Background: an optimization exercise with open tools, aiming at small area. Do not read the settings as production practice. Function was checked by simulation only, so behaviour that the tests miss may differ from the original.

==> flow/design.v (excerpt) <==
module Second_CNN(
clk,
rst_n,
Din_Valid,
Cal_Valid,
Din,
Dout0,
Dout1,
Dout2,
Dout3,
Dout4,
Dout5,
Dout6,
Dout7
);
export LEC_CHECK = 0
export CAP_MARGIN = 20
export CORE_MARGIN = 2
export CORE_UTILIZATION = 75
export CTS_BUF_LIST = sky130_fd_sc_hd__clkbuf_8
export CTS_CLUSTER_DIAMETER = 50
export CTS_CLUSTER_SIZE = 14
export GPL_TIMING_DRIVEN = 1
export SETUP_SLACK_MARGIN = 0.2
export SLEW_MARGIN = 20
create_clock -name core_clock -period 8.0 [get_ports {clk}]
standard.sh (not shown) runs the stock make flow with config.mk's settings and CLKGATE_MAP_FILE= SYNTH_SCRIPT=/design/flow/synth_recipe.tcl, a recipe that flattens the netlist after the stock synthesis.
==> flow/flow/run.sh <==
#!/bin/bash
# Standard layout, with one extra netlist step between synthesis and floorplan:
# flow/polarity.py removes the inverters Yosys's full-adder extraction leaves
# around the sky130 fa cells (registers and their names are untouched).
# Port buffers are the small buf_1 instead of the default choice.
set -euo pipefail
R=orfs/results/${FLOW_PLATFORM}/Second_CNN/base
bash standard.sh synth > synth.log 2>&1
cp $R/1_2_yosys.v yosys_netlist_orig.v
python3 flow/polarity.py yosys_netlist_orig.v $R/1_2_yosys.v > polarity.log 2>&1
rm -f $R/1_synth.odb $R/1_synth.sdc
export BUFFER_PORTS_ARGS="-buffer_cell sky130_fd_sc_hd__buf_1"
bash standard.sh > layout.log 2>&1
==> flow/flow/polarity.py <==
#!/usr/bin/env python3
"""Remove inverters around full adders in a Yosys netlist.

A full adder is self-dual: FA(~a, ~b, ~c) = (~sum, ~cout).  Yosys's
extract_fa leaves an inverter on most adder pins.  This pass collapses every
inverter, chooses for each sky130 fa cell whether it computes its signals in
true or complemented form, and then puts back one inverter for each signal
that some reader needs in the other polarity.  The function of every output
and register input is unchanged; no register is touched.

usage: polarity.py IN.v OUT.v
"""
import re, sys, random

src = open(sys.argv[1]).read()

INV_RE = re.compile(r'^sky130_fd_sc_hd__(inv|clkinv)_\d+$')
FA_RE = re.compile(r'^sky130_fd_sc_hd__fa_\d+$')
OUT_PINS = {'X', 'Y', 'Q', 'Q_N', 'SUM', 'COUT', 'HI', 'LO'}

m = re.search(r'^module\s+(\S+)\s*\(', src, re.M)
body_start = src.index(';', m.end()) + 1
end = src.rindex('endmodule')

# instances: "  TYPE NAME (\n    .PIN(NET),\n ... );"
inst_re = re.compile(r'^  (sky130_fd_sc_hd__\w+)\s+(\S+)\s*\((.*?)\);\n', re.M | re.S)
pin_re = re.compile(r'\.(\w+)\(\s*(.*?)\s*\)\s*(?:,|$)', re.S)
cells = []
for mm in inst_re.finditer(src, body_start, end):
    pins = {}
    for p, n in pin_re.findall(mm.group(3)):
        pins[p] = n
    cells.append({'type': mm.group(1), 'name': mm.group(2), 'pins': pins,
                  'span': (mm.start(), mm.end())})

ports = set()
for mm in re.finditer(r'^\s*(input|output|inout)\s+(\[[^\]]*\]\s*)?(\S+);', src[:end], re.M):
    ports.add(mm.group(3))
assigns = re.findall(r'^\s*assign\s+(.*?)\s*=\s*(.*?);', src[body_start:end], re.M)
assign_nets = set()
for a, b in assigns:
    for x in (a, b):
        assign_nets.add(x.strip())

def is_port_net(n):
    base = n.split('[')[0].strip()
    return base in ports or n in assign_nets or base in assign_nets

def is_const(n):
    return "'" in n

drv = {}
for c in cells:
    for p, n in c['pins'].items():
        if p in OUT_PINS:
            drv[n] = c

# collapsible inverters: input a plain net, output not a port / assign
invs = {}
for c in cells:
    if INV_RE.match(c['type']):
        a, y = c['pins'].get('A'), c['pins'].get('Y')
        if a is None or y is None or is_const(a) or is_port_net(y):
            continue
        invs[y] = c

def root(n):
    par = 0
    seen = 0
    while n in invs and seen < 100:
        n = invs[n]['pins']['A']; par ^= 1; seen += 1
    return n, par

# consumers: (cell, pin, base, parity) for every non-removed input pin
fas = [c for c in cells if FA_RE.match(c['type'])]
fa_idx = {id(c): i for i, c in enumerate(fas)}
cons = []           # list of [cellid or None, pin, base, parity, fa index or -1]
sig_cons = {}       # base -> list of consumer indices
for c in cells:
    if INV_RE.match(c['type']) and c['pins'].get('Y') in invs:
        continue
    for p, n in c['pins'].items():
        if p in OUT_PINS or is_const(n):
            continue
        b, par = root(n)
        fi = fa_idx.get(id(c), -1)
        cons.append((c, p, b, par, fi))
        sig_cons.setdefault(b, []).append(len(cons) - 1)
# a flipped adder output read by a port or an assign would change it: never flip those
fixed_fa = set()
for n in list(drv):
    if is_port_net(n) and id(drv[n]) in fa_idx:
        fixed_fa.add(fa_idx[id(drv[n])])

# FA-driven bases: which fa drives the base
base_drv_fa = {}
for b in sig_cons:
    d = drv.get(b)
    if d is not None and id(d) in fa_idx:
        base_drv_fa[b] = fa_idx[id(d)]

f = [0] * len(fas)
fa_in = [[] for _ in fas]     # bases read by fa
fa_out = [[] for _ in fas]    # bases driven by fa (in sig_cons)
for b, lst in sig_cons.items():
    for ci in lst:
        fi = cons[ci][4]
        if fi >= 0 and b not in fa_in[fi]:
            fa_in[fi].append(b)
    if b in base_drv_fa:
        fa_out[base_drv_fa[b]].append(b)

def cost(b):
    pd = f[base_drv_fa[b]] if b in base_drv_fa else 0
    for ci in sig_cons[b]:
        _, _, _, par, fi = cons[ci]
        r = par ^ (f[fi] if fi >= 0 else 0)
        if r != pd:
            return 1
    return 0

def local_cost(i):
    bs = set(fa_in[i]) | set(fa_out[i])
    return sum(cost(b) for b in bs)

before = sum(cost(b) for b in sig_cons)
random.seed(1)
for it in range(50):
    changed = 0
    order = list(range(len(fas)))
    random.shuffle(order)
    for i in order:
        if i in fixed_fa:
            continue
        c0 = local_cost(i)
        f[i] ^= 1
        c1 = local_cost(i)
        if c1 < c0 or (c1 == c0 and random.random() < 0.1 and it < 30):
            changed += (c1 < c0)
        else:
            f[i] ^= 1
    if changed == 0 and it >= 30:
        break
# simulated annealing on top of the greedy result
import math
cur = sum(cost(b) for b in sig_cons)
best_f, best_c = list(f), cur
free = [i for i in range(len(fas)) if i not in fixed_fa]
steps = 3000000
for st in range(steps):
    T = 1.5 * (1 - st / steps) + 0.02
    i = random.choice(free)
    c0 = local_cost(i)
    f[i] ^= 1
    c1 = local_cost(i)
    dlt = c1 - c0
    if dlt <= 0 or random.random() < math.exp(-dlt / T):
        cur += dlt
        if cur < best_c:
            best_c, best_f = cur, list(f)
    else:
        f[i] ^= 1
f[:] = best_f
after = sum(cost(b) for b in sig_cons)
sys.stderr.write(f'polarity: {len(invs)} inverters collapsed, {len(fas)} adders, '
                 f'{sum(f)} flipped, inverters needed {before} -> {after}\n')

# rebuild
newpins = {}        # (id(cell), pin) -> net
new_inv = []
new_wires = []
k = 0
for b, lst in sig_cons.items():
    pd = f[base_drv_fa[b]] if b in base_drv_fa else 0
    inv_net = None
    for ci in lst:
        c, p, _, par, fi = cons[ci]
        r = par ^ (f[fi] if fi >= 0 else 0)
        if r == pd:
            newpins[(id(c), p)] = b
        else:
            if inv_net is None:
                k += 1
                inv_net = f'pol_n{k}'
                new_wires.append(inv_net)
                new_inv.append((f'pol_inv{k}', b, inv_net))
            newpins[(id(c), p)] = inv_net

removed = set(id(c) for c in invs.values())
out = []
pos = 0
for c in cells:
    s, e = c['span']
    out.append(src[pos:s]); pos = e
    if id(c) in removed:
        continue
    pins = c['pins']
    lines = [f"  {c['type']} {c['name']} ("]
    items = []
    for p, n in pins.items():
        nn = newpins.get((id(c), p), n)
        if nn.startswith('\\'):
            nn += ' '
        items.append(f'    .{p}({nn})')
    lines.append(',\n'.join(items))
    lines.append('  );\n')
    out.append('\n'.join(lines))
rest = src[pos:]
ei = rest.rindex('endmodule')
add = ''.join(f'  wire {w};\n' for w in new_wires)
add += ''.join(f'  sky130_fd_sc_hd__inv_1 {n} (\n    .A({a}{" " if a.startswith(chr(92)) else ""}),\n    .Y({y})\n  );\n' for n, a, y in new_inv)
out.append(rest[:ei] + add + rest[ei:])
open(sys.argv[2], 'w').write(''.join(out))
The first run went through all stages and came out clean.
Rerun with:
- CORE_UTILIZATION: 75 -> 55
- CTS_BUF_LIST: sky130_fd_sc_hd__clkbuf_8 -> sky130_fd_sc_hd__clkbuf_4 sky130_fd_sc_hd__clkbuf_8
- CTS_CLUSTER_DIAMETER: 50 -> default
- CTS_CLUSTER_SIZE: 14 -> default
- GPL_TIMING_DRIVEN: 1 -> default
Outcome: Routed wire length climbs by 21%. Sequential share of layout area drops by 1.9 points. Core utilization drops by 18 points. Clock skew drops by 0.045 ns. Setup slack improved by 0.032 ns. Non-clock buffer count climbs by 173. Fmax climbs by 0.41%.
Rerun with:
--- a/flow/flow/run.sh
+++ b/flow/flow/run.sh
@@ -4,3 +4,2 @@
 # around the sky130 fa cells (registers and their names are untouched).
-# Port buffers are the small buf_1 instead of the default choice.
 set -euo pipefail
@@ -11,3 +10,2 @@
 rm -f $R/1_synth.odb $R/1_synth.sdc
-export BUFFER_PORTS_ARGS="-buffer_cell sky130_fd_sc_hd__buf_1"
 bash standard.sh > layout.log 2>&1
--- a/flow/flow/polarity.py
+++ b/flow/flow/polarity.py
@@ -143,22 +143,2 @@
         break
-# simulated annealing on top of the greedy result
-import math
-cur = sum(cost(b) for b in sig_cons)
-best_f, best_c = list(f), cur
-free = [i for i in range(len(fas)) if i not in fixed_fa]
-steps = 3000000
-for st in range(steps):
-    T = 1.5 * (1 - st / steps) + 0.02
-    i = random.choice(free)
-    c0 = local_cost(i)
-    f[i] ^= 1
-    c1 = local_cost(i)
-    dlt = c1 - c0
-    if dlt <= 0 or random.random() < math.exp(-dlt / T):
-        cur += dlt
-        if cur < best_c:
-            best_c, best_f = cur, list(f)
-    else:
-        f[i] ^= 1
-f[:] = best_f
 after = sum(cost(b) for b in sig_cons)
- CTS_BUF_LIST: sky130_fd_sc_hd__clkbuf_4 sky130_fd_sc_hd__clkbuf_8 -> default
Effect: The changed run went through all stages and came out clean; cell area rises by 1.9%; setup slack degrades by 0.11 ns; cell count is about the same; wire length rises by 4.5%; synthesized area rises by 0.90%; fmax falls by 1.4%; non-clock buffer count falls by 43; global-route usage rises by 1.2 points; core utilization rises by 0.34 points; count of clock-buffer cells in the layout falls by 57; sequential share of layout area falls by 0.60 points.
Rerun with:
--- a/flow/flow/run.sh
+++ b/flow/flow/run.sh
@@ -4,2 +4,3 @@
 # around the sky130 fa cells (registers and their names are untouched).
+# Port buffers are the small buf_1 instead of the default choice.
 set -euo pipefail
@@ -10,2 +11,3 @@
 rm -f $R/1_synth.odb $R/1_synth.sdc
+export BUFFER_PORTS_ARGS="-buffer_cell sky130_fd_sc_hd__buf_1"
 bash standard.sh > layout.log 2>&1
--- a/flow/flow/polarity.py
+++ b/flow/flow/polarity.py
@@ -143,2 +143,22 @@
         break
+# simulated annealing on top of the greedy result
+import math
+cur = sum(cost(b) for b in sig_cons)
+best_f, best_c = list(f), cur
+free = [i for i in range(len(fas)) if i not in fixed_fa]
+steps = 3000000
+for st in range(steps):
+    T = 1.5 * (1 - st / steps) + 0.02
+    i = random.choice(free)
+    c0 = local_cost(i)
+    f[i] ^= 1
+    c1 = local_cost(i)
+    dlt = c1 - c0
+    if dlt <= 0 or random.random() < math.exp(-dlt / T):
+        cur += dlt
+        if cur < best_c:
+            best_c, best_f = cur, list(f)
+    else:
+        f[i] ^= 1
+f[:] = best_f
 after = sum(cost(b) for b in sig_cons)
- CORE_UTILIZATION: 55 -> 75
- CTS_BUF_LIST: default -> sky130_fd_sc_hd__clkbuf_16
- CTS_CLUSTER_DIAMETER: default -> 60
- CTS_CLUSTER_SIZE: default -> 24
- GPL_TIMING_DRIVEN: default -> 1
The changed run passed the timing, design-rule and antenna checks.
Routed wire length went down by 17%.
Global-route usage rises by 4.6 points.
Design area fell by 7.0%.
Clock-buffer cell count fell by 36.

static timing again, ports no longer ideal:
The results above use ideal ports. As a check the final layouts listed here were re-extracted and re-timed, cells and wires unchanged.
Step 1, drivers: a clkbuf_16 drives clk and a buf_2 each remaining input, both assumed.
Step 2 also shifts input and output timing later by t, the mid clock arrival at the registers, as if the neighbouring blocks saw the same clock.
Three values: no drivers, after step 1, after step 2; two values: the first two.
| run | t, ns | setup slack, ns | worst setup path after step 2 | latest minus earliest clock arrival (ns) |
|---|---|---|---|---|
| the first run | 0.754 | 0.236 / 0.236 / 0.236 | register to register | 0.091 / 0.091 |
| the second run | 0.780 | 0.268 / 0.268 / 0.268 | register to register | 0.049 / 0.049 |
| the third run | 0.689 | 0.160 / 0.160 / 0.160 | register to register | 0.058 / 0.058 |
| the fourth run | 0.696 | 0.198 / 0.198 / 0.198 | register to register | 0.051 / 0.051 |
After both steps setup and hold are still met in every run listed.
